Context: an optimization exercise on an open-source flow, tuned for small area. The choices shown serve that exercise and are no tape-out recipe. The RTL was checked by simulation tests, not by an equivalence proof against the original design. No driver is modelled on the clock port, so clock power and skew are understated where the tree is cut down; a real chip needs a root buffer or a tree. Power is estimated from default activity; no workload was simulated.

==> flow/design.v <==
`timescale 1ns / 1ps
`timescale 1ns / 1ps
`timescale 1ns / 1ps
`timescale 1ns / 1ps
`timescale 1ns / 1ps
`timescale 1ns / 1ps
module House (
    input  wire clk,
    input  wire reset,
    input  wire rx,
    output wire tx,
    input  wire motion_detected,
    input  wire TopeA,
    input  wire TopeB,
    output reg  motor_up,
    output reg  motor_down,
    output reg  buzzer,
    output wire led1,
    output wire led2,
    output wire led3
);
    reg [3:0] rph;
    reg [8:0] rcnt;
    reg [4:0] rdat;             
    wire rterm = (rcnt == 9'h10e);
    wire ridle = (~rph[0] & rph[1] & rph[2]);
    wire rlast = (rph[0] & rph[1] & rph[2]);
    wire rsamp = (~rph[1] & ~rph[2]) | (~rph[2] & ~rph[3]);
    wire rfb   = (~rph[2] & ~rph[3]) | (~rph[0] & ~rph[1] & rph[3]);
    wire pub   = rlast & rterm;
    always @(posedge clk or posedge reset)
        if (reset)
            rph <= 4'b1110;
        else if (ridle ? ~rx : rterm)
            rph <= {rph[2:0], rfb};
    always @(posedge clk) begin
        if (ridle | rterm)
            rcnt <= 9'd0;
        else
            rcnt <= {rcnt[7:0], ~(rcnt[8] ^ rcnt[4])};
        if (rterm & rsamp)
            rdat <= {rx, rdat[4:1]};
    end
    reg p1, p2, p3;
    reg [2:0] lcmd;
    always @(posedge clk or posedge reset)
        if (reset) begin
            p1 <= 1'b0;
            p2 <= 1'b0;
            p3 <= 1'b0;
            motor_up <= 1'b0;
            motor_down <= 1'b0;
            lcmd <= 3'b000;
            buzzer <= 1'b0;
        end else begin
            p1 <= pub;
            p2 <= p1;
            p3 <= p2;
            if (p2) begin
                motor_up   <= rdat[0] & ~rdat[1];
                motor_down <= rdat[1] & ~rdat[0];
            end
            if (p3)
                lcmd <= rdat[4:2];
            buzzer <= motion_detected;
        end
    reg [14:0] lq;
    reg        ltog;
    wire lwrap = (lq == 15'h4144);
    always @(posedge clk or posedge reset)
        if (reset) begin
            lq   <= 15'h00a6;
            ltog <= 1'b0;
        end else begin
            lq   <= {lq[13:4], lq[3] ^ lwrap, lq[2:0], lq[14] ^ lq[3]};
            ltog <= ltog ^ lwrap;
        end
    wire [2:0] leds = (lcmd != 3'b000) ? lcmd : {3{ltog}};
    assign led1 = leds[0];
    assign led2 = leds[1];
    assign led3 = leds[2];
    reg [3:0] tph;
    reg [8:0] tcnt;
    reg [4:0] tdat;             
    wire tterm  = (tcnt == 9'h10e);
    wire tnever = (~tph[1] & ~tph[2] & ~tph[3]);
    wire tgap   = (~tph[1] & ~tph[2] & tph[3]);
    wire tp9    = (~tph[0] & ~tph[1]);
    wire tfb    = (tph[0] & ~tph[3]) | (~tph[1] & ~tph[2]) | (~tph[0] & tph[3]);
    wire tstart = tgap | (tnever & p1);
    wire ttope  = (tp9 & (tcnt == 9'h187)) |
                  (tnever & rlast & (rcnt == 9'h187));
    always @(posedge clk or posedge reset)
        if (reset)
            tph <= 4'b0001;
        else if (tstart | (~tnever & tterm))
            tph <= {tph[2:0], tfb};
    always @(posedge clk) begin
        if (tnever | tgap | tterm)
            tcnt <= 9'd0;
        else
            tcnt <= {tcnt[7:0], ~(tcnt[8] ^ tcnt[4])};
        if (ttope)
            tdat[1:0] <= {TopeA, TopeB};
        if (tstart)
            tdat[4:2] <= leds;
    end
    assign tx = ((~tph[1] & ~tph[2])) | (((~tph[0] & ~tph[2])) & tdat[0]) | (((~tph[1] & tph[2] & ~tph[3])) & tdat[1]) | (((tph[0] & tph[1] & ~tph[2] & tph[3])) & tdat[2]) | (((~tph[0] & ~tph[3])) & tdat[3]) | (((~tph[0] & ~tph[1])) & tdat[4]);
endmodule
==> flow/config.mk <==
export PLATFORM = sky130hd
export DESIGN_NAME = House
export DESIGN_NICKNAME = House
export VERILOG_FILES = /design/flow/design.v
export SDC_FILE = /design/flow/constraint.sdc
export NUM_CORES = 4
export LEC_CHECK = 0
export CAP_MARGIN = 0
export CORE_MARGIN = 2
export CORE_UTILIZATION = 40
export SLEW_MARGIN = 0
==> flow/constraint.sdc <==
create_clock -name core_clock -period 10.0 [get_ports {clk}]
set_input_delay 2.0000 -clock core_clock [delete_from_list [all_inputs] [get_ports {clk}]]
set_output_delay 2.0000 -clock core_clock [all_outputs]
set_load 0.01 [all_outputs]
standard.sh (not shown) runs the stock make flow with config.mk's settings and CLKGATE_MAP_FILE= SYNTH_SCRIPT=/design/flow/synth_recipe.tcl, a recipe that flattens the netlist after the stock synthesis.
==> flow/flow/run.sh <==
#!/bin/bash
# The standard layout (standard.sh) with these changes:
#  - synthesis: the standard flow's own script, but Yosys's ABC step maps the logic with
#    an area-oriented script (flow/abc_area.script); registers are untouched
#  - clock tree: flow/small_cts.tcl replaces TritonCTS
# Every tool's output goes to logs under orfs/logs and to standard.log.
set -euo pipefail
W=$PWD
{
  echo "proc abc {args} {"
  echo "  set i [lsearch \$args -script]"
  echo "  if {\$i >= 0} { lset args [expr {\$i + 1}] $W/flow/abc_area.script }"
  echo "  yosys abc {*}\$args"
  echo "}"
  cat synth_recipe.tcl
} > my_synth.tcl
sed "s#SYNTH_SCRIPT=[^ ]*#SYNTH_SCRIPT=$W/my_synth.tcl#" standard.sh > my_standard.sh
grep -q "SYNTH_SCRIPT=$W/my_synth.tcl" my_standard.sh
export BUFFER_PORTS_ARGS="-buffer_cell sky130_fd_sc_hd__buf_1"
export PRE_CTS_TCL=$W/flow/small_cts.tcl
bash my_standard.sh > standard.log 2>&1
Other scripts of this flow, unchanged in this note and not shown: flow/flow/abc_area.script, flow/flow/small_cts.tcl
The baseline completed with no timing, DRC or antenna violations.
==> next run, changes <==
--- a/flow/flow/run.sh
+++ b/flow/flow/run.sh
@@ -4,2 +4,3 @@
 #    an area-oriented script (flow/abc_area.script); registers are untouched
+#  - port buffers are sky130_fd_sc_hd__buf_1
 #  - clock tree: flow/small_cts.tcl replaces TritonCTS
- maximum frequency does not change
- die area does not change
- via count is unchanged
- final area does not change
- flip-flop and latch count is unchanged
- area after synthesis does not change
No run of this note takes its clock network from TritonCTS; it comes from the design's own scripts or RTL.

* * *

Setup of wip/fjord:
Another version of the RTL of House (not shown whole).
Size: about 180 cells after synthesis, ~13 I/O pins.
==> flow/config.mk <==
export PLATFORM = sky130hd
export DESIGN_NAME = House
export DESIGN_NICKNAME = House
export VERILOG_FILES = /design/flow/design.v
export SDC_FILE = /design/flow/constraint.sdc
export NUM_CORES = 4
export LEC_CHECK = 0
export CAP_MARGIN = 0
export CORE_MARGIN = 2
export CORE_UTILIZATION = 40
export SLEW_MARGIN = 0
==> flow/constraint.sdc <==
create_clock -name core_clock -period 10.0 [get_ports {clk}]
set_input_delay 2.0000 -clock core_clock [delete_from_list [all_inputs] [get_ports {clk}]]
set_output_delay 2.0000 -clock core_clock [all_outputs]
set_load 0.01 [all_outputs]
==> flow/flow/run.sh <==
#!/bin/bash
set -euo pipefail
export BUFFER_PORTS_ARGS="-buffer_cell sky130_fd_sc_hd__buf_1"
export CTS_ARGS="-sink_clustering_enable -repair_clock_nets -dont_use_dummy_load -buf_list sky130_fd_sc_hd__clkbuf_8 -sink_clustering_size 64 -sink_clustering_max_diameter 500"
bash standard.sh > standard.log 2>&1
Input changes introduced in wip/onyx (baseline for comparison: wip/fjord):
- SLEW_MARGIN changed from 0 to 20
- CAP_MARGIN changed from 0 to 20
==> flow/run.sh (new file) <==
#!/bin/bash
# synth_recipe.tcl (not shown) runs the flow's synth.tcl, then flattens the netlist and writes it again
# the make line also repeats each setting of config.mk as NAME=value (left out here)
make -C /OpenROAD-flow-scripts/flow DESIGN_CONFIG=/design/flow/config.mk WORK_HOME=/design/flow/orfs CLKGATE_MAP_FILE= SYNTH_SCRIPT=/design/flow/synth_recipe.tcl finish
removed: flow/flow/run.sh
removed: flow/standard.sh
--- outcome ---
Count of clock buffers in the final design (higher): wip/onyx
Against wip/fjord, wip/onyx reports a worst-case register-to-register setup slack that is lower.
Cell count: wip/onyx higher than wip/fjord
Side by side, proportion of cell area occupied by multi-input gates turned out lower in wip/onyx than in wip/fjord.
[compare] base=wip/fjord new=wip/onyx: worst setup margin decreased by 0.36 ns relative to the old numbers; per-cell via count in the routed design increased 0.96%.
Diff wip/fjord -> wip/onyx: wire length after detailed routing increased 7.9%; post-synthesis share of cell area spent on and, or, nand and nor gates shows no meaningful change.
wip/onyx ended with every stage complete and zero timing, DRC or antenna violations.
[inputs] wip/quartz vs wip/onyx
==> flow/flow/run.sh (new file) <==
#!/bin/bash
set -euo pipefail
export BUFFER_PORTS_ARGS="-buffer_cell sky130_fd_sc_hd__buf_2"
export CTS_ARGS="-sink_clustering_enable -repair_clock_nets -dont_use_dummy_load -buf_list sky130_fd_sc_hd__clkbuf_4 -sink_clustering_size 30 -sink_clustering_max_diameter 200"
bash standard.sh > standard.log 2>&1
==> flow/standard.sh (new file) <==
#!/bin/bash
# synth_recipe.tcl (not shown) runs the flow's synth.tcl, then flattens the netlist and writes it again
# the make line also repeats each setting of config.mk as NAME=value (left out here)
make -C /OpenROAD-flow-scripts/flow DESIGN_CONFIG=/design/flow/config.mk WORK_HOME=/design/flow/orfs CLKGATE_MAP_FILE= SYNTH_SCRIPT=/design/flow/synth_recipe.tcl "${@:-finish}"
removed: flow/run.sh
### Flow results
- wip/quartz: all stages complete, timing, DRC and antenna checks passed
- Looking at routed wire length across wip/onyx and wip/quartz, the one that comes out lower is wip/quartz.
- Cmp wip/onyx and wip/quartz / total number of vias / lower: wip/quartz
- Where total power is concerned, wip/onyx is outperformed by wip/quartz.
- [compare] base=wip/onyx new=wip/quartz: first-iteration DRC count down 100; share of power burned in registers rose 17 points; clock share of power went down by 17 points; placement-stage worst setup slack increased 0.35 ns.
- Utilization in wip/quartz vs wip/onyx: down 3.7 points
- Sequential cell area fraction in the yosys report: wip/quartz vs wip/onyx, no meaningful difference
What wip/indigo does differently from wip/quartz at the input level:
==> flow/flow/run.sh <==
#!/bin/bash
set -euo pipefail
export BUFFER_PORTS_ARGS="-buffer_cell sky130_fd_sc_hd__buf_1"
export CTS_ARGS="-sink_clustering_enable -repair_clock_nets -dont_use_dummy_load -buf_list sky130_fd_sc_hd__clkbuf_4 -sink_clustering_size 20 -sink_clustering_max_diameter 100"
bash standard.sh > standard.log 2>&1
==> comparison <==
wip/quartz and wip/indigo ended up with nearly the same total of hold buffers inserted after clock tree synthesis. Summary of wip/indigo over wip/quartz: overall routed net length went down, proportion of synthesized chip area in sequential cells stayed essentially flat. Global routing met2 resource utilization (wip/indigo over wip/quartz): decrease, 2.6 points. Compared with wip/quartz, wip/indigo shows largest net degree at the start of global routing lower by 11. wip/indigo improves on wip/quartz in global-route wire length before repair.
[inputs] wip/maple vs wip/indigo
- SLEW_MARGIN now 0, was 20
- CAP_MARGIN now 0, was 20
==> flow/flow/run.sh <==
#!/bin/bash
set -euo pipefail
export BUFFER_PORTS_ARGS="-buffer_cell sky130_fd_sc_hd__buf_1"
export CTS_ARGS="-sink_clustering_enable -repair_clock_nets -dont_use_dummy_load -buf_list sky130_fd_sc_hd__clkbuf_4"
bash standard.sh > standard.log 2>&1
[summary]
Going from wip/indigo to wip/maple, the multi-input combinational area share was found to have gone up by 0.33 points.
From wip/indigo to wip/maple the numbers moved as follows: net load switching power moved down, required time of the critical path flat, final cell area excluding filler cells dropped 28 um^2.
Looking at wip/indigo and wip/maple, the clock network area share is a wash.
Register-to-register slack up 0.02 ns in wip/maple wrt wip/indigo
[compare] base=wip/indigo new=wip/maple: fraction of the core area covered by cells at the end of the flow now sits lower; power now sits lower.

[re-timing with driven ports]
No port has a modelled driver above. Below, the same layouts with a new extraction and two added sets of constraints.
Step 1: set_driving_cell puts a clkbuf_16 on clk and a buf_2 on each other input, an assumption about the parent block.
Step 2 adds t to the input delays and takes it off the output delays; t is the mean of the earliest and latest rising clock arrival at the registers after step 1. Input paths then give back, and output paths get back, about the clock's delay inside the block.
Three values: ideal ports, drivers, drivers and shift; two values: the first two.
| run | shift t [ns] | setup WS [ns] | latest minus earliest clock arrival (ns) | worst register clock-pin slew, ns | pins driven straight from the clock port |
|---|---|---|---|---|---|
| the first run of note 1 | 0.211 | 6.606 / 6.559 / 6.770 | 0.014 / 0.013 | 0.11 / 0.11 | 2 |
| the second run of note 1 | 0.211 | 6.606 / 6.559 / 6.770 | 0.014 / 0.013 | 0.11 / 0.11 | 2 |
| wip/fjord | 0.354 | 6.143 / 6.112 / 6.466 | 0.025 / 0.025 | 0.07 / 0.07 | 1 |
| wip/onyx | 0.355 | 5.778 / 5.750 / 6.105 | 0.006 / 0.006 | 0.06 / 0.06 | 1 |
| wip/quartz | 0.395 | 6.078 / 6.054 / 6.449 | 0.030 / 0.029 | 0.10 / 0.10 | 1 |
| wip/indigo | 0.411 | 6.129 / 6.104 / 6.515 | 0.030 / 0.030 | 0.10 / 0.10 | 1 |
| wip/maple | 0.406 | 6.089 / 6.062 / 6.468 | 0.038 / 0.038 | 0.11 / 0.11 | 1 |
After both steps every run listed still meets setup and hold.
